Context: an optimization exercise on an open-source flow, tuned for small area, a short achievable clock period and few clock cycles. The choices shown serve that exercise and are no tape-out recipe. The RTL was checked by simulation tests, not by an equivalence proof against the original design.

==> sierra <==
==> flow/design.v <==
`timescale 1ns / 1ps
module clock_divider(clock_in, reset, counter, last_phase
    );
	input clock_in;
	input reset;
	output reg [1:0] counter;
	output last_phase;
	parameter [1:0] DIVISOR = 2'd3;
always @(posedge clock_in or posedge reset)
	begin
 if (reset)
  counter <= 2'd0;
 else if(counter>=DIVISOR)
  counter <= 2'd0;
 else
  counter <= counter + 2'd1;
	end
assign last_phase = (counter == DIVISOR);
endmodule
`timescale 1ns / 1ps
module adder( input [31:0] inp , output wire [31:0] out
    );
        assign out = inp + 1  ;
endmodule
`timescale 1ns / 1ps
module adder32( input [31:0] a , input [31:0] b , output [31:0] c 
    );
	assign c = (a + b ) ;
endmodule
`timescale 1ns / 1ps
module mux2_1( input [31:0] a , input [31:0] b ,  input s ,  output [31:0] out
    );
	 assign out = (s) ? b : a ; 
endmodule
`timescale 1ns / 1ps
module sign_extend(input [15:0] a , input zero_ext , input clock , input en , output reg [31:0] b
    );
	 always @ (posedge clock ) begin
	  if (en)
	  b <=  (a[15] & ~zero_ext) ? {{16{1'b1}} , a } : {{16{1'b0}} , a };
		end
endmodule
`timescale 1ns / 1ps
module Latch_alu_reg( input [31:0] result_alu , input zero , input clock , input en , input reset , output reg[31:0] funal_alu , output reg z );
	always @(posedge clock or posedge reset) begin
		if (reset) begin
		funal_alu <= 32'd0 ;
		z <= 1'b0 ;
		end
		else if (en) begin
		funal_alu <= result_alu ;
		z <= zero ;
		end
	end
endmodule
`timescale 1ns / 1ps
module bank_reg(input [4:0] src1 , input [4:0] src2 ,  input [4:0] dst , input [31:0] Data , input reg_write , input clock ,
                  output [31:0] data1 , output [31:0] data2
    );
	 reg [31:0] Bank [31:1] ;
	 assign data1 = (src1 == 5'd0) ? 32'd0 : Bank[src1] ;
	 assign data2 = (src2 == 5'd0) ? 32'd0 : Bank[src2] ;
	 always @ (posedge clock) begin
	 if (reg_write && dst != 5'd0)
	   Bank[dst] <= Data ;
	 end
endmodule
`timescale 1ns / 1ps
module alu(
      input          [31:0]     a,           
      input          [31:0]     b,           
      input          [3:0]     alu_control,      
      output     reg     [31:0]     result,           
      output zero
   );
		always @ (*)
		begin
			case (alu_control)
	   4'b0000: result = a & b;
      4'b0001: result = a | b;
      4'b0010: result = a + b;
      4'b0110: result = a - b;
		 4'b0111: result = (a > b ) ?  b : a ;
		 4'b1100: result =  ~ (a ^ b ) ;
		 4'b0011: result =  a ;     
      default: result = a + b;
			endcase
		end
		assign zero = (result == 0  ) ? 1'b1 : 1'b0 ;
endmodule
`timescale 1ns / 1ps
module ALU_control(
input [1:0]ALU_op,
input [5:0]inst,
input opc0,
output reg [3:0]op,
output reg JR
 );
always @(*)
begin
JR = 0 ;
op = 4'b0010 ;
	if(ALU_op == 2'b00)
	begin
	op = 4'b0010 ;
	end
	else if(ALU_op == 2'b01)
	begin
	op = 4'b0110 ;
	end
	else if(ALU_op == 2'b11) 
	begin
	op = opc0 ? 4'b0001 : 4'b0000 ;
	end
	else if(ALU_op == 2'b10)
	begin
		if(inst == 6'b100000)
		op = 4'b0010 ;
		if(inst == 6'b011000)
		op = 4'b0010 ;
		if(inst == 6'b100010)
		op = 4'b0110 ;
		if(inst == 6'b100100)
		op = 4'b0000 ;
		if(inst == 6'b100101)
		op = 4'b0001 ;
		if(inst == 6'b101010)
		op = 4'b0111 ;
		if(inst == 6'b001100)
		op = 4'b0000 ;
		if(inst == 6'b001101)
		op = 4'b0001 ;
		if(inst == 6'b001000) 
		begin
		JR = 1 ;
		op = 4'b0011 ;
		end
	end
end
endmodule
`timescale 1ns / 1ps
module control(
    input [5:0] inst_in,
    output reg RegDst,
	 output reg Branch,
    output reg MemRead,
    output reg MemtoReg,
    output reg [1:0] ALUop,
    output reg MemWrite,
    output reg ALUsrc,
    output reg RegWrite,
	 output reg Jump ,
	 output reg JAL
    );
always @(*)
begin
	RegDst = 0;
	ALUsrc = 0;
	MemtoReg = 0;
	RegWrite = 0;
	MemRead = 0;
	MemWrite = 0;
	Branch = 0;
	Jump = 0 ;
	JAL = 0 ;
	ALUop = 2'b00;
   if(inst_in == 6'b000000) 
	begin
	RegDst = 1;
	RegWrite = 1;
	ALUop = 2'b10;
	end
	else if(inst_in == 6'b100011) 
	begin
	ALUsrc = 1;
	MemtoReg = 1;
	RegWrite = 1;
	MemRead = 1;
	ALUop = 2'b00;
	end
	else if(inst_in == 6'b001000) 
	begin
	ALUsrc = 1;
	RegWrite = 1;
	ALUop = 2'b00;
	end
	else if(inst_in == 6'b001100) 
	begin
	ALUsrc = 1;
	RegWrite = 1;
	ALUop = 2'b11;
	end
	else if(inst_in == 6'b001101) 
	begin
	ALUsrc = 1;
	RegWrite = 1;
	ALUop = 2'b11;
	end
	else if(inst_in == 6'b000100) 
	begin
	Branch = 1;
	ALUop = 2'b01;
	end
	else if(inst_in == 6'b000010) 
	begin
	Jump = 1 ;
	ALUop = 2'b01;
	end
	else if(inst_in == 6'b000011) 
	begin
	RegWrite = 1;
	Jump = 1 ;
	JAL = 1 ;
	ALUop = 2'b01;
	end
end
endmodule
`timescale 1ns / 1ps
module Mips_core( input clock , input reset ,
	output wire [31:0] imem_addr , input [31:0] imem_data ,
	output wire [6:0] dmem_addr , input [31:0] dmem_data ,
	output reg wb_valid , output reg [4:0] wb_reg , output reg [31:0] wb_data
    );
	reg [31:0] pc ;
	assign imem_addr = pc ;
	wire [31:0] ins = imem_data ;
	wire [5:0] op = ins[31:26] ;
	wire [5:0] fn = ins[5:0] ;
	wire [4:0] rs = ins[25:21] ;
	wire [4:0] rt = ins[20:16] ;
	wire [4:0] rd = ins[15:11] ;
	wire is_r    = (op == 6'b000000) ;
	wire is_lw   = (op == 6'b100011) ;
	wire is_addi = (op == 6'b001000) ;
	wire is_andi = (op == 6'b001100) ;
	wire is_ori  = (op == 6'b001101) ;
	wire is_beq  = (op == 6'b000100) ;
	wire is_j    = (op == 6'b000010) ;
	wire is_jal  = (op == 6'b000011) ;
	wire is_jr   = is_r & (fn == 6'b001000) ;
	reg [31:0] bank [1:31] ;
	wire [31:0] a = (rs == 5'd0) ? 32'd0 : bank[rs] ;
	wire [31:0] b = (rt == 5'd0) ? 32'd0 : bank[rt] ;
	wire [31:0] simm = {{16{ins[15]}}, ins[15:0]} ;
	wire [31:0] zimm = {16'd0, ins[15:0]} ;
	wire r_sub = (fn == 6'b100010) ;
	wire r_and = (fn == 6'b100100) | (fn == 6'b001100) ;
	wire r_or  = (fn == 6'b100101) | (fn == 6'b001101) ;
	wire r_min = (fn == 6'b101010) ;
	wire [31:0] add_b = is_r ? (r_sub ? ~b : b) : simm ;
	wire [31:0] sum = a + add_b + {31'd0, is_r & r_sub} ;
	wire [31:0] min_ab = (a > b) ? b : a ;
	reg [31:0] res ;
	always @(*) begin
		if (is_r) begin
			if (r_and)      res = a & b ;
			else if (r_or)  res = a | b ;
			else if (r_min) res = min_ab ;
			else            res = sum ;
		end
		else if (is_andi) res = a & zimm ;
		else if (is_ori)  res = a | zimm ;
		else              res = sum ;
	end
	wire [31:0] pc1 = pc + 32'd1 ;
	assign dmem_addr = a[6:0] + ins[6:0] ;
	wire we = (is_r & ~is_jr) | is_lw | is_addi | is_andi | is_ori | is_jal ;
	wire [4:0] wreg = is_jal ? 5'd31 : (is_r ? rd : rt) ;
	wire [31:0] wdata = is_lw ? dmem_data : (is_jal ? pc1 : res) ;
	always @(posedge clock) begin
		if (we && wreg != 5'd0)
			bank[wreg] <= wdata ;
	end
	wire [31:0] pc_br = pc1 + simm ;
	reg [31:0] pc_n ;
	always @(*) begin
		if (is_j | is_jal)           pc_n = {6'd0, ins[25:0]} ;
		else if (is_jr)              pc_n = a ;
		else if (is_beq && a == b)   pc_n = pc_br ;
		else                         pc_n = pc1 ;
	end
	always @(posedge clock or posedge reset) begin
		if (reset) begin
			pc <= 32'd0 ;
			wb_valid <= 1'b0 ;
		end
		else begin
			pc <= pc_n ;
			wb_valid <= we ;
		end
	end
	always @(posedge clock) begin
		wb_reg <= wreg ;
		wb_data <= wdata ;
	end
endmodule
==> flow/run.sh <==
#!/bin/bash
# synth_recipe.tcl (not shown) runs the flow's synth.tcl, then flattens the netlist and writes it again
# the make line also repeats each setting of config.mk as NAME=value (left out here)
make -C /OpenROAD-flow-scripts/flow DESIGN_CONFIG=/design/flow/config.mk WORK_HOME=/design/flow/orfs CLKGATE_MAP_FILE= SYNTH_SCRIPT=/design/flow/synth_recipe.tcl finish
==> flow/config.mk <==
export PLATFORM = sky130hd
export DESIGN_NAME = Mips_core
export DESIGN_NICKNAME = Mips_core
export VERILOG_FILES = /design/flow/design.v
export SDC_FILE = /design/flow/constraint.sdc
export NUM_CORES = 4
export LEC_CHECK = 0
export CAP_MARGIN = 20
export CORE_MARGIN = 2
export CORE_UTILIZATION = 40
export PLACE_DENSITY = 0.6
export SLEW_MARGIN = 20
==> flow/constraint.sdc <==
create_clock -name core_clock -period 9.0 [get_ports {clock}]
set_input_delay 1.8000 -clock core_clock [delete_from_list [all_inputs] [get_ports {clock}]]
set_output_delay 1.8000 -clock core_clock [all_outputs]
set_load 0.01 [all_outputs]
==> willow: changes against sierra <==
==> flow/design.v, changed modules only <==
module adder32 #( parameter W = 32 , parameter L = 5 ) ( input [W-1:0] a , input [W-1:0] b , input cin , output [W-1:0] c , output cout
    );
	wire [W-1:0] p0 = a ^ b ;
	wire [W-1:0] g0 = a & b ;
	wire [W-1:0] g [0:L] ;
	wire [W-1:0] p [0:L] ;
	assign g[0] = {g0[W-1:1], g0[0] | (p0[0] & cin)} ;
	assign p[0] = p0 ;
	genvar k , i ;
	generate
		for (k = 0 ; k < L ; k = k + 1) begin : lvl
			for (i = 0 ; i < W ; i = i + 1) begin : bitk
				if (i >= (1 << k)) begin : comb
					assign g[k+1][i] = g[k][i] | (p[k][i] & g[k][i - (1 << k)]) ;
					assign p[k+1][i] = p[k][i] & p[k][i - (1 << k)] ;
				end
				else begin : pass
					assign g[k+1][i] = g[k][i] ;
					assign p[k+1][i] = p[k][i] ;
				end
			end
		end
	endgenerate
	assign c = p0 ^ {g[L][W-2:0], cin} ;
	assign cout = g[L][W-1] ;
endmodule
module Mips_core( input clock , input reset ,
	output wire [31:0] imem_addr , input [31:0] imem_data ,
	output wire [6:0] dmem_addr , input [31:0] dmem_data ,
	output reg wb_valid , output reg [4:0] wb_reg , output reg [31:0] wb_data
    );
	reg [31:0] pc ;
	assign imem_addr = pc ;
	wire [31:0] ins = imem_data ;
	wire [5:0] op = ins[31:26] ;
	wire [5:0] fn = ins[5:0] ;
	wire [4:0] rs = ins[25:21] ;
	wire [4:0] rt = ins[20:16] ;
	wire [4:0] rd = ins[15:11] ;
	wire is_r    = (op == 6'b000000) ;
	wire is_lw   = (op == 6'b100011) ;
	wire is_addi = (op == 6'b001000) ;
	wire is_andi = (op == 6'b001100) ;
	wire is_ori  = (op == 6'b001101) ;
	wire is_beq  = (op == 6'b000100) ;
	wire is_j    = (op == 6'b000010) ;
	wire is_jal  = (op == 6'b000011) ;
	wire is_jr   = is_r & (fn == 6'b001000) ;
	wire same_rs_rt = (rs == rt) ;
	wire [31:0] simm = {{16{ins[15]}}, ins[15:0]} ;
	wire [31:0] zimm = {16'd0, ins[15:0]} ;
	reg [31:0] e_A , e_B , e_tgt ;
	reg [4:0] e_wreg ;
	reg e_we , e_beq ;
	reg e_neg , e_and , e_or , e_min , e_lw ;
	reg [6:0] d_addr ;
	wire [31:0] res ;
	wire redirect ;
	reg [31:0] bank [1:31] ;
	reg [31:0] rA , rB ;
	integer ri ;
	always @(*) begin
		rA = 32'd0 ;
		rB = 32'd0 ;
		for (ri = 1 ; ri < 32 ; ri = ri + 1) begin
			rA = rA | (bank[ri] & {32{rs == ri[4:0]}}) ;
			rB = rB | (bank[ri] & {32{rt == ri[4:0]}}) ;
		end
	end
	wire fwdA_sel = e_we & (e_wreg == rs) & (rs != 5'd0) ;
	wire fwdB_sel = e_we & (e_wreg == rt) & (rt != 5'd0) ;
	wire [31:0] fA = fwdA_sel ? res : rA ;
	wire [31:0] fB = fwdB_sel ? res : rB ;
	wire [31:0] pc1 , br_tgt ;
	adder32 pc_inc ( pc , 32'd0 , 1'b1 , pc1 , ) ;
	adder32 br_add ( pc , simm , 1'b1 , br_tgt , ) ;
	wire [6:0] lw_addr ;
	adder32 #(7, 3) da_add ( rA[6:0] , ins[6:0] , 1'b0 , lw_addr , ) ;
	wire stall = is_lw & fwdA_sel ;
	wire r_sub = (fn == 6'b100010) ;
	wire r_and = (fn == 6'b100100) | (fn == 6'b001100) ;
	wire r_or  = (fn == 6'b100101) | (fn == 6'b001101) ;
	wire r_min = (fn == 6'b101010) ;
	wire dec_we = (is_r & ~is_jr) | is_lw | is_addi | is_andi | is_ori | is_jal ;
	always @(posedge clock or posedge reset) begin
		if (reset) begin
			e_we <= 1'b0 ;
			e_beq <= 1'b0 ;
			d_addr <= 7'd0 ;
		end
		else begin
			e_we <= dec_we & ~redirect & ~stall ;
			e_beq <= is_beq & ~same_rs_rt & ~redirect ;
			d_addr <= lw_addr ;
		end
	end
	always @(posedge clock) begin
		e_A <= is_jal ? 32'd0 : fA ;
		e_B <= is_jal ? pc1 : (is_lw | is_addi) ? simm : (is_andi | is_ori) ? zimm :
		       (is_r & (r_sub | r_min)) ? ~fB : fB ;
		e_tgt <= br_tgt ;
		e_wreg <= is_jal ? 5'd31 : (is_r ? rd : rt) ;
		e_neg <= is_r & (r_sub | r_min) ;
		e_and <= (is_r & r_and) | is_andi ;
		e_or  <= (is_r & r_or) | is_ori ;
		e_min <= is_r & r_min ;
		e_lw  <= is_lw ;
	end
	reg [31:0] pc_n ;
	always @(*) begin
		if (redirect)                   pc_n = e_tgt ;
		else if (is_j | is_jal)         pc_n = {6'd0, ins[25:0]} ;
		else if (stall)                 pc_n = pc ;
		else if (is_jr)                 pc_n = fA ;
		else if (is_beq & same_rs_rt)   pc_n = br_tgt ;
		else                            pc_n = pc1 ;
	end
	always @(posedge clock or posedge reset) begin
		if (reset)
			pc <= 32'd0 ;
		else
			pc <= pc_n ;
	end
	assign dmem_addr = d_addr ;
	wire [31:0] sum ;
	wire cout ;
	adder32 alu_add ( e_A , e_B , e_neg , sum , cout ) ;
	wire [31:0] min_ab = cout ? ~e_B : e_A ;
	assign res = e_lw ? dmem_data :
	             e_and ? (e_A & e_B) :
	             e_or ? (e_A | e_B) :
	             e_min ? min_ab : sum ;
	assign redirect = e_beq & (e_A == e_B) ;
	always @(posedge clock) begin
		if (e_we && e_wreg != 5'd0)
			bank[e_wreg] <= res ;
	end
	always @(posedge clock or posedge reset) begin
		if (reset)
			wb_valid <= 1'b0 ;
		else
			wb_valid <= e_we ;
	end
	always @(posedge clock) begin
		wb_reg <= e_wreg ;
		wb_data <= res ;
	end
endmodule
==> flow/flow/run.sh (new file) <==
#!/bin/bash
# The standard layout (standard.sh: unchanged synthesis, the design's clock
# and constraints), with some settings changed for the later steps:
#  - the port buffers are buf_4 cells instead of the default delay buffers;
#  - the clock tree is built from clkbuf_8 cells.
# Each step's full output goes to its own log file in this folder.
set -euo pipefail
MARGIN=4.75
sed "s|CLKGATE_MAP_FILE= |CLKGATE_MAP_FILE= SETUP_SLACK_MARGIN=$MARGIN 'BUFFER_PORTS_ARGS=-buffer_cell sky130_fd_sc_hd__buf_4' 'CTS_BUF_LIST=sky130_fd_sc_hd__clkbuf_8' |" standard.sh > standard_tuned.sh
bash standard.sh synth > synth.log 2>&1
bash standard_tuned.sh floorplan > floorplan.log 2>&1
bash standard_tuned.sh place > place.log 2>&1
bash standard_tuned.sh cts > cts.log 2>&1
bash standard_tuned.sh route > route.log 2>&1
bash standard_tuned.sh finish > finish.log 2>&1
test -f out/final.def
==> flow/standard.sh (new file) <==
#!/bin/bash
# synth_recipe.tcl (not shown) runs the flow's synth.tcl, then flattens the netlist and writes it again
# the make line also repeats each setting of config.mk as NAME=value (left out here)
make -C /OpenROAD-flow-scripts/flow DESIGN_CONFIG=/design/flow/config.mk WORK_HOME=/design/flow/orfs CLKGATE_MAP_FILE= SYNTH_SCRIPT=/design/flow/synth_recipe.tcl "${@:-finish}"
removed: flow/run.sh
==> qor summary <==
| metric | willow | sierra |
|---|---|---|
| Status | complete, no violations | complete, no violations |
| Utilization after layout | 47.7% | 46.4% |
| Layout clock area frac | 6.16% | 5.71% |
| Final min period | 4.37 ns | 7.97 ns |
| Met1 layer wirelength in the final routing | 101000 um | 81000 um |
| Sequential-to-total area share from yosys stat | 60.8% | 54.2% |
| Depth of the worst register-to-register path | 10 | 19 |
| Core area | 137000 um^2 | 143000 um^2 |
| Cell at the slowest stage of the critical path | sky130_fd_sc_hd__or3b_2 | sky130_fd_sc_hd__clkdlybuf4s50_1 |
| Maximum clock skew at final layout | 0.108 ns | 0.0801 ns |
| Maximum vdd drop | 142 uV | 187 uV |
| Launching point of the worst reg2reg path | e_and | bank[7][1] |
| Number of well taps | 1794 | 1903 |
| Sum of buffers and inverters on the critical path | 2 | 6 |
Testbench counts of sierra, summed over its fixed seeds: cycles 25,478.
Testbench counts of willow, summed over its fixed seeds: cycles 26,702.

[port drivers added, routing unchanged]
Ports are ideal in the flow. The routed layouts listed here were re-timed in OpenROAD. Step 1 sets driving cells, clkbuf_16 on the clock port and buf_2 on the other inputs (assumed; they add their load-dependent delay and slew). Step 2 moves the port delays by t, midway between the first and last clock arrival at a register: inputs arrive t later, outputs are due t later. That takes back most of the time a late clock gives input paths. Three values: ideal, step 1, step 2; two values: the first two.
run | t (ns) | setup WS [ns] | worst setup path after step 2 | cell pins on the clock port's net
sierra | 0.828 | 1.034 / 0.968 / 0.778 | input to register | 1
willow | 1.046 | 4.629 / 4.675 / 3.630 | input to register | 1
After both steps setup and hold are still met in every run listed. The setup slack of willow, which loses most, moves by +0.046 ns with the drivers and by -0.999 ns with both steps.
